What follows belongs to an exercise in optimizing a design on an open flow for small area; a production flow would make more cautious choices.
Where RTL was checked, it was by simulation tests only, not by an equivalence proof against the original.
The clock port is modelled as an ideal driver, which makes a skipped or thinned clock tree look cheaper than it is; a real chip needs a root buffer or a tree.
Power and IR drop assume default switching activity.

// SEDE
module SEDE (input clk,
	     input rst,
	     input [7:0] pix_data,
	     output reg valid,
	     output reg [7:0] edge_out,
	     output reg busy);
Size: about 650 cells after synthesis, about 550 flip-flops, ~12000 um2 of cells after synthesis.
==> flow/config.mk <==
export PLATFORM = sky130hd
export DESIGN_NAME = SEDE
export DESIGN_NICKNAME = SEDE
export VERILOG_FILES = /design/flow/design.v
export SDC_FILE = /design/flow/constraint.sdc
export NUM_CORES = 4
export LEC_CHECK = 0
export ABC_AREA = 1
export CAP_MARGIN = 20
export CORE_MARGIN = 2
export CORE_UTILIZATION = 60
export SLEW_MARGIN = 20
export SYNTH_HIERARCHICAL = 1
export SYNTH_MINIMUM_KEEP_SIZE = 0
==> flow/constraint.sdc <==
create_clock -name core_clock -period 10.0 [get_ports {clk}]
set_input_delay 2.0000 -clock core_clock [delete_from_list [all_inputs] [get_ports {clk}]]
set_output_delay 2.0000 -clock core_clock [all_outputs]
set_load 0.01 [all_outputs]
standard.sh (not shown) runs the stock make flow with config.mk's settings and CLKGATE_MAP_FILE= SYNTH_SCRIPT=/design/flow/synth_recipe.tcl, a recipe that flattens the netlist after the stock synthesis.
==> flow/flow/run.sh <==
#!/bin/bash
# Standard layout, with CTS told not to add dummy balancing loads and the
# port buffers made with the smallest buffer cell.
set -euo pipefail
bash standard.sh finish \
  "CTS_ARGS=-sink_clustering_enable -repair_clock_nets -dont_use_dummy_load -sink_clustering_size 30 -sink_clustering_max_diameter 60 -buf_list {sky130_fd_sc_hd__clkbuf_16}" \
  "BUFFER_PORTS_ARGS=-buffer_cell sky130_fd_sc_hd__buf_1" > standard.log 2>&1
The starting point ran to the end with no violations.
Change:
--- a/flow/flow/run.sh
+++ b/flow/flow/run.sh
@@ -6 +6 @@
-  "CTS_ARGS=-sink_clustering_enable -repair_clock_nets -dont_use_dummy_load -sink_clustering_size 30 -sink_clustering_max_diameter 60 -buf_list {sky130_fd_sc_hd__clkbuf_16}" \
+  "CTS_ARGS=-sink_clustering_enable -repair_clock_nets -dont_use_dummy_load -sink_clustering_size 40 -sink_clustering_max_diameter 50 -buf_list {sky130_fd_sc_hd__clkbuf_16}" \
Settings changed: CORE_UTILIZATION 60 to 75, PLACE_DENSITY from default to 0.85.
Now the flow stopped in clock tree synthesis (4_1_cts); synthesized cell count does not change; synthesized area is unchanged.
Change:
--- a/flow/flow/run.sh
+++ b/flow/flow/run.sh
@@ -6 +6 @@
-  "CTS_ARGS=-sink_clustering_enable -repair_clock_nets -dont_use_dummy_load -sink_clustering_size 40 -sink_clustering_max_diameter 50 -buf_list {sky130_fd_sc_hd__clkbuf_16}" \
+  "CTS_ARGS=-sink_clustering_enable -repair_clock_nets -dont_use_dummy_load -sink_clustering_size 36 -sink_clustering_max_diameter 60 -buf_list {sky130_fd_sc_hd__clkbuf_16}" \
What happened:
- With this change the flow went through all stages and came out clean
- synthesized area does not change
- synthesized cell count does not change

---

The RTL this note starts from:
==> flow/design.v <==
module SEDE (input clk,
	     input rst,
	     input [7:0] pix_data,
	     output reg valid,
	     output reg [7:0] edge_out,
	     output reg busy);
	reg [8*67-1:0] sr;
	always @(posedge clk)
		sr <= {sr[8*66-1:0], pix_data};
	wire [7:0] pa = sr[8*66 +: 8];   
	wire [7:0] pb = sr[8*65 +: 8];   
	wire [7:0] pc = sr[8*34 +: 8];   
	wire [7:0] pd = sr[8*32 +: 8];   
	wire [7:0] pe = sr[8*1  +: 8];   
	wire [7:0] pf = sr[8*0  +: 8];   
	reg [10:0] cnt;
	always @(posedge clk or posedge rst)
		if (rst)
			cnt <= 11'h7ff;
		else if (!(cnt[10] & !cnt[9] & cnt[0]))
			cnt <= cnt + 1'b1;
	wire [10:0] s = {3'b000, pa} + {3'b000, pb} + {3'b000, pc}
	              - {3'b000, pd} - {3'b000, pe} - {3'b000, pf};
	wire border = (cnt < 11'd66) || (cnt[4:0] == 5'd1) || (cnt[4:0] == 5'd2) || (cnt[10] & !cnt[9] & cnt[0]);
	always @(*) begin
		busy = cnt[10];
		valid = (cnt >= 11'd34);
		if (border || s[10])
			edge_out = 8'd0;
		else if (s[9:8] != 2'b00)
			edge_out = 8'hff;
		else
			edge_out = s[7:0];
	end
endmodule
==> flow/config.mk <==
export PLATFORM = sky130hd
export DESIGN_NAME = SEDE
export DESIGN_NICKNAME = SEDE
export VERILOG_FILES = /design/flow/design.v
export SDC_FILE = /design/flow/constraint.sdc
export NUM_CORES = 4
export LEC_CHECK = 0
export CAP_MARGIN = 20
export CORE_MARGIN = 2
export CORE_UTILIZATION = 60
export CTS_BUF_LIST = sky130_fd_sc_hd__clkbuf_4 sky130_fd_sc_hd__clkbuf_8
export CTS_CLUSTER_DIAMETER = 60
export CTS_CLUSTER_SIZE = 30
export SLEW_MARGIN = 20
==> flow/constraint.sdc <==
create_clock -name core_clock -period 10.0 [get_ports {clk}]
set_input_delay 2.0000 -clock core_clock [delete_from_list [all_inputs] [get_ports {clk}]]
set_output_delay 2.0000 -clock core_clock [all_outputs]
set_load 0.01 [all_outputs]
==> flow/flow/run.sh <==
#!/bin/bash
# Standard layout, with CTS told not to add dummy balancing loads and the
# port buffers made with the smallest buffer cell.
set -euo pipefail
bash standard.sh finish \
  "CTS_ARGS=-sink_clustering_enable -repair_clock_nets -dont_use_dummy_load -sink_clustering_size 14 -sink_clustering_max_diameter 40 -buf_list {sky130_fd_sc_hd__clkbuf_4 sky130_fd_sc_hd__clkbuf_8}" \
  "BUFFER_PORTS_ARGS=-buffer_cell sky130_fd_sc_hd__buf_1" > standard.log 2>&1
The baseline finished clean.
Rerun with:
==> flow/run.sh (new file) <==
#!/bin/bash
# synth_recipe.tcl (not shown) runs the flow's synth.tcl, then flattens the netlist and writes it again
# the make line also repeats each setting of config.mk as NAME=value (left out here)
make -C /OpenROAD-flow-scripts/flow DESIGN_CONFIG=/design/flow/config.mk WORK_HOME=/design/flow/orfs CLKGATE_MAP_FILE= SYNTH_SCRIPT=/design/flow/synth_recipe.tcl finish
CORE_UTILIZATION = 40   (was 60)
CTS_BUF_LIST = not set   (was sky130_fd_sc_hd__clkbuf_4 sky130_fd_sc_hd__clkbuf_8)
CTS_CLUSTER_DIAMETER = not set   (was 60)
CTS_CLUSTER_SIZE = not set   (was 30)
removed: flow/flow/run.sh
removed: flow/standard.sh
=> Non-clock buffer count stays the same; via count drops slightly; design area climbs by a little under a tenth; area after synthesis does not change; global-route usage drops by 4.9 points; die area climbs by well over a third; first-iteration DRC count climbs by a quarter to a third.
Rerun with:
==> flow/flow/run.sh (new file) <==
#!/bin/bash
# Standard layout, with CTS told not to add dummy balancing loads and the
# port buffers made with the smallest buffer cell.
set -euo pipefail
bash standard.sh finish \
  "CTS_ARGS=-sink_clustering_enable -repair_clock_nets -dont_use_dummy_load -sink_clustering_size 20 -sink_clustering_max_diameter 40 -buf_list {sky130_fd_sc_hd__clkbuf_8}" \
  "BUFFER_PORTS_ARGS=-buffer_cell sky130_fd_sc_hd__buf_1" > standard.log 2>&1
==> flow/standard.sh (new file) <==
#!/bin/bash
# synth_recipe.tcl (not shown) runs the flow's synth.tcl, then flattens the netlist and writes it again
# the make line also repeats each setting of config.mk as NAME=value (left out here)
make -C /OpenROAD-flow-scripts/flow DESIGN_CONFIG=/design/flow/config.mk WORK_HOME=/design/flow/orfs CLKGATE_MAP_FILE= SYNTH_SCRIPT=/design/flow/synth_recipe.tcl "${@:-finish}"
CORE_UTILIZATION = 60   (was 40)
CTS_BUF_LIST = sky130_fd_sc_hd__clkbuf_4 sky130_fd_sc_hd__clkbuf_8   (was not set)
CTS_CLUSTER_DIAMETER = 60   (was not set)
CTS_CLUSTER_SIZE = 30   (was not set)
removed: flow/run.sh
Effect: Setup slack gains 370 ps; synthesized cell count stays the same; non-clock buffer count is unchanged.

---

Another version of the RTL of SEDE (not shown whole).
Size in the first run: about 620 cells after synthesis, roughly 550 flip-flops, about 20 I/O pins.
Settings: LEC_CHECK=0, CAP_MARGIN=20, CORE_MARGIN=2, CORE_UTILIZATION=75, PLACE_DENSITY=0.85, SLEW_MARGIN=20, SYNTH_HIERARCHICAL=1, SYNTH_MINIMUM_KEEP_SIZE=0; clock period 10.0 ns.
==> flow/flow/run.sh <==
#!/bin/bash
# Standard layout, except that the clock tree is built by flow/mycts.tcl
# (root buffer -> 4 inverters -> 21 inverters -> flip-flops) and the port
# buffers use the smallest buffer cell. Output of the make run goes to
# standard.log; ORFS keeps each step's log under orfs/logs.
set -euo pipefail
export MYCTS_NLEAF=21
export MYCTS_NMID=4
export MYCTS_LEAF=sky130_fd_sc_hd__inv_8
export MYCTS_MID=sky130_fd_sc_hd__inv_8
export MYCTS_ROOT=sky130_fd_sc_hd__clkbuf_4
bash standard.sh finish \
  "PRE_CTS_TCL=$PWD/flow/mycts.tcl" \
  "BUFFER_PORTS_ARGS=-buffer_cell sky130_fd_sc_hd__buf_1" \
  RECOVER_POWER=100 > standard.log 2>&1
==> flow/flow/mycts.tcl <==
# Clock tree built by hand, in place of TritonCTS. cts.tcl sources this file
# (PRE_CTS_TCL) and then calls clock_tree_synthesis, which this file redefines.
#
# Tree: clk port -> one root buffer -> MID inverters -> LEAF inverters -> flops.
# Two inversions, so every flop still sees the rising edge of clk. The flops
# are split into LEAF groups of (near) equal size by recursive bisection of
# their placement, and each group gets one inverter at its centre; the leaf
# inverters are grouped the same way under the MID inverters.

proc mycts_env { name default } {
  if { [info exists ::env($name)] && $::env($name) ne "" } { return $::env($name) }
  return $default
}

# items: list of {x y payload}; returns a list of n groups (lists of items)
proc mycts_split { items n } {
  if { $n <= 1 || [llength $items] <= 1 } { return [list $items] }
  set xs {}; set ys {}
  foreach it $items { lappend xs [lindex $it 0]; lappend ys [lindex $it 1] }
  set xs [lsort -integer $xs]; set ys [lsort -integer $ys]
  set w [expr {[lindex $xs end] - [lindex $xs 0]}]
  set h [expr {[lindex $ys end] - [lindex $ys 0]}]
  set key [expr {$w >= $h ? 0 : 1}]
  set sorted [lsort -integer -index $key $items]
  set n1 [expr {$n / 2}]
  set n2 [expr {$n - $n1}]
  set k [expr {int(round([llength $sorted] * double($n1) / $n))}]
  set a [lrange $sorted 0 [expr {$k - 1}]]
  set b [lrange $sorted $k end]
  return [concat [mycts_split $a $n1] [mycts_split $b $n2]]
}

proc mycts_centre { group } {
  set sx 0; set sy 0
  foreach it $group { set sx [expr {$sx + [lindex $it 0]}]; set sy [expr {$sy + [lindex $it 1]}] }
  set n [llength $group]
  return [list [expr {$sx / $n}] [expr {$sy / $n}]]
}

proc mycts_place { block inst x y } {
  # snap to the row grid; detailed_placement legalises afterwards
  set rows [$block getRows]
  set row [lindex $rows 0]
  set site [$row getSite]
  set sw [$site getWidth]
  set sh [$site getHeight]
  set core [$block getCoreArea]
  set x0 [$core xMin]; set y0 [$core yMin]
  set mw [[$inst getMaster] getWidth]
  set x [expr {$x - $mw / 2}]
  set x [expr {$x0 + (($x - $x0) / $sw) * $sw}]
  set y [expr {$y0 + (($y - $y0) / $sh) * $sh}]
  if { $x < $x0 } { set x $x0 }
  if { $y < $y0 } { set y $y0 }
  $inst setLocation $x $y
  $inst setPlacementStatus PLACED
}

proc mycts_driver { block master name x y innet } {
  set inst [odb::dbInst_create $block $master $name]
  mycts_place $block $inst $x $y
  set net [odb::dbNet_create $block "${name}_net"]
  $net setSigType CLOCK
  foreach it [$inst getITerms] {
    set mt [$it getMTerm]
    set sig [$mt getSigType]
    if { $sig eq "POWER" || $sig eq "GROUND" } { continue }
    if { [$mt getIoType] eq "OUTPUT" } {
      $it connect $net
    } else {
      $it connect $innet
    }
  }
  return [list $inst $net]
}

rename clock_tree_synthesis mycts_orig_clock_tree_synthesis
proc clock_tree_synthesis { args } {
  set nleaf [mycts_env MYCTS_NLEAF 14]
  set nmid [mycts_env MYCTS_NMID 3]
  set leafcell [mycts_env MYCTS_LEAF sky130_fd_sc_hd__clkinv_8]
  set midcell [mycts_env MYCTS_MID sky130_fd_sc_hd__clkinv_8]
  set rootcell [mycts_env MYCTS_ROOT sky130_fd_sc_hd__clkbuf_8]
  puts "mycts: $nleaf x $leafcell under $nmid x $midcell under $rootcell"

  set db [ord::get_db]
  set block [ord::get_db_block]
  set clknet [$block findNet clk]
  set leafm [$db findMaster $leafcell]
  set midm [$db findMaster $midcell]
  set rootm [$db findMaster $rootcell]

  set sinks {}
  foreach it [$clknet getITerms] {
    set inst [$it getInst]
    set bb [$inst getBBox]
    set x [expr {([$bb xMin] + [$bb xMax]) / 2}]
    set y [expr {([$bb yMin] + [$bb yMax]) / 2}]
    lappend sinks [list $x $y $it]
  }
  puts "mycts: [llength $sinks] sinks"
  foreach s $sinks { [lindex $s 2] disconnect }

  # root buffer at the centre of all sinks, fed by the clk port
  lassign [mycts_centre $sinks] cx cy
  lassign [mycts_driver $block $rootm "mycts_root" $cx $cy $clknet] rinst rnet

  set groups [mycts_split $sinks $nleaf]
  set leaves {}
  set i 0
  foreach g $groups {
    lassign [mycts_centre $g] x y
    lappend leaves [list $x $y $g $i]
    incr i
  }
  if { $nmid > 0 } {
    set mids [mycts_split $leaves $nmid]
  } else {
    set mids [list $leaves]
  }
  set j 0
  foreach mg $mids {
    if { $nmid > 0 } {
      lassign [mycts_centre $mg] x y
      lassign [mycts_driver $block $midm "mycts_mid_$j" $x $y $rnet] minst mnet
    } else {
      set mnet $rnet
    }
    foreach lf $mg {
      lassign $lf x y g i
      lassign [mycts_driver $block $leafm "mycts_leaf_$i" $x $y $mnet] linst lnet
      foreach s $g { [lindex $s 2] connect $lnet }
      puts "mycts: leaf $i under mid $j drives [llength $g] flops"
    }
    incr j
  }
  set_propagated_clock [all_clocks]
}
The starting point passed the timing, design-rule and antenna checks.
Then changed:
--- a/flow/flow/run.sh
+++ b/flow/flow/run.sh
@@ -9,5 +9,5 @@
 export MYCTS_LEAF=sky130_fd_sc_hd__inv_8
 export MYCTS_MID=sky130_fd_sc_hd__inv_8
-export MYCTS_ROOT=sky130_fd_sc_hd__clkbuf_4
+export MYCTS_ROOT=sky130_fd_sc_hd__clkbuf_8
 bash standard.sh finish \
   "PRE_CTS_TCL=$PWD/flow/mycts.tcl" \
=> The new run went through all stages and came out clean; cell area stays flat; clock skew hardly moves; total power hardly moves; sequential cell count stays the same; worst setup slack loses 0.022 ns; clock power came out higher slightly.
In every run of this note, the design's own scripts or RTL, not TritonCTS, make the clock network.

---

SEDE, a different RTL version from the one above (not shown whole).
Size: ~20 I/O pins.
==> flow/config.mk <==
export PLATFORM = sky130hd
export DESIGN_NAME = SEDE
export DESIGN_NICKNAME = SEDE
export VERILOG_FILES = /design/flow/design.v
export SDC_FILE = /design/flow/constraint.sdc
export NUM_CORES = 4
export LEC_CHECK = 0
export CAP_MARGIN = 20
export CORE_MARGIN = 2
export CORE_UTILIZATION = 60
export SLEW_MARGIN = 20
export SYNTH_HIERARCHICAL = 1
export SYNTH_MINIMUM_KEEP_SIZE = 0
==> flow/constraint.sdc <==
create_clock -name core_clock -period 10.0 [get_ports {clk}]
set_input_delay 2.0000 -clock core_clock [delete_from_list [all_inputs] [get_ports {clk}]]
set_output_delay 2.0000 -clock core_clock [all_outputs]
set_load 0.01 [all_outputs]
==> flow/flow/run.sh <==
#!/bin/bash
# Standard layout, with CTS told not to add dummy balancing loads and the
# port buffers made with the smallest buffer cell.
set -euo pipefail
bash standard.sh finish \
  "CTS_ARGS=-sink_clustering_enable -repair_clock_nets -dont_use_dummy_load -sink_clustering_size 30 -sink_clustering_max_diameter 60 -buf_list {sky130_fd_sc_hd__clkbuf_16}" \
  "BUFFER_PORTS_ARGS=-buffer_cell sky130_fd_sc_hd__buf_1" > standard.log 2>&1
The baseline produced a clean layout.
Edit:
==> flow/flow/run.sh (replaced) <==
#!/bin/bash
# Standard layout, with CTS told not to add dummy balancing loads and the
# port buffers made with the smallest buffer cell.
set -euo pipefail
bash standard.sh finish \
  "CTS_ARGS=-sink_clustering_enable -repair_clock_nets -dont_use_dummy_load -sink_clustering_size 25 -sink_clustering_max_diameter 50 -buf_list {sky130_fd_sc_hd__clkbuf_8 sky130_fd_sc_hd__clkbuf_16}" \
  "BUFFER_PORTS_ARGS=-buffer_cell sky130_fd_sc_hd__buf_1" > standard.log 2>&1
=> Critical path depth is lower by 1. Register-to-register slack stays flat. Worst setup slack degrades by 19 ps. Clock-buffer cell count grows by 9. Combinational power barely changes. Die area is unchanged. Synthesized cell count is unchanged. Hold slack is better by 22 ps.
Function was not checked in any run of this note: the RTL went through the layout flow alone.

[static timing again, ports no longer ideal]
Ports are ideal in the flow. The routed layouts listed here were re-timed in OpenROAD. Step 1 (the two cells are an assumption about what drives the block):
set clk [get_ports {clk}]
set_driving_cell -lib_cell sky130_fd_sc_hd__clkbuf_16 $clk
set_driving_cell -lib_cell sky130_fd_sc_hd__buf_2 [delete_from_list [all_inputs] $clk]
Step 2 adds t to the input delays and takes it off the output delays; t is the mean of the earliest and latest rising clock arrival at the registers after step 1. Input paths then give back, and output paths get back, about the clock's delay inside the block. Three values: ideal ports, drivers, drivers and shift; two values: the first two.
run	shift t [ns]	setup slack, ns	worst hold slack (ns)
the first run of note 1	0.575	3.995 / 3.995 / 3.460	0.277 / 0.277 / 0.277
the third run of note 1	0.548	3.598 / 3.598 / 3.116	0.310 / 0.310 / 0.310
the first run of note 2	0.579	3.164 / 3.123 / 3.702	0.285 / 0.285 / 0.285
the second run of note 2	0.581	2.793 / 2.748 / 3.329	0.317 / 0.317 / 0.317
the third run of note 2	0.569	3.159 / 3.118 / 3.687	0.288 / 0.288 / 0.288
the first run of note 3	0.626	3.627 / 3.627 / 3.121	0.318 / 0.318 / 0.318
the second run of note 3	0.498	3.605 / 3.620 / 3.122	0.320 / 0.320 / 0.320
the first run of note 4	0.557	3.851 / 3.851 / 3.340	0.278 / 0.278 / 0.278
the second run of note 4	0.538	3.832 / 3.852 / 3.316	0.300 / 0.300 / 0.300
After both steps every run listed still meets setup and hold. For the first run of note 1, which loses most, drivers alone change the setup slack by 0.000 ns; drivers and shift together by -0.535 ns.
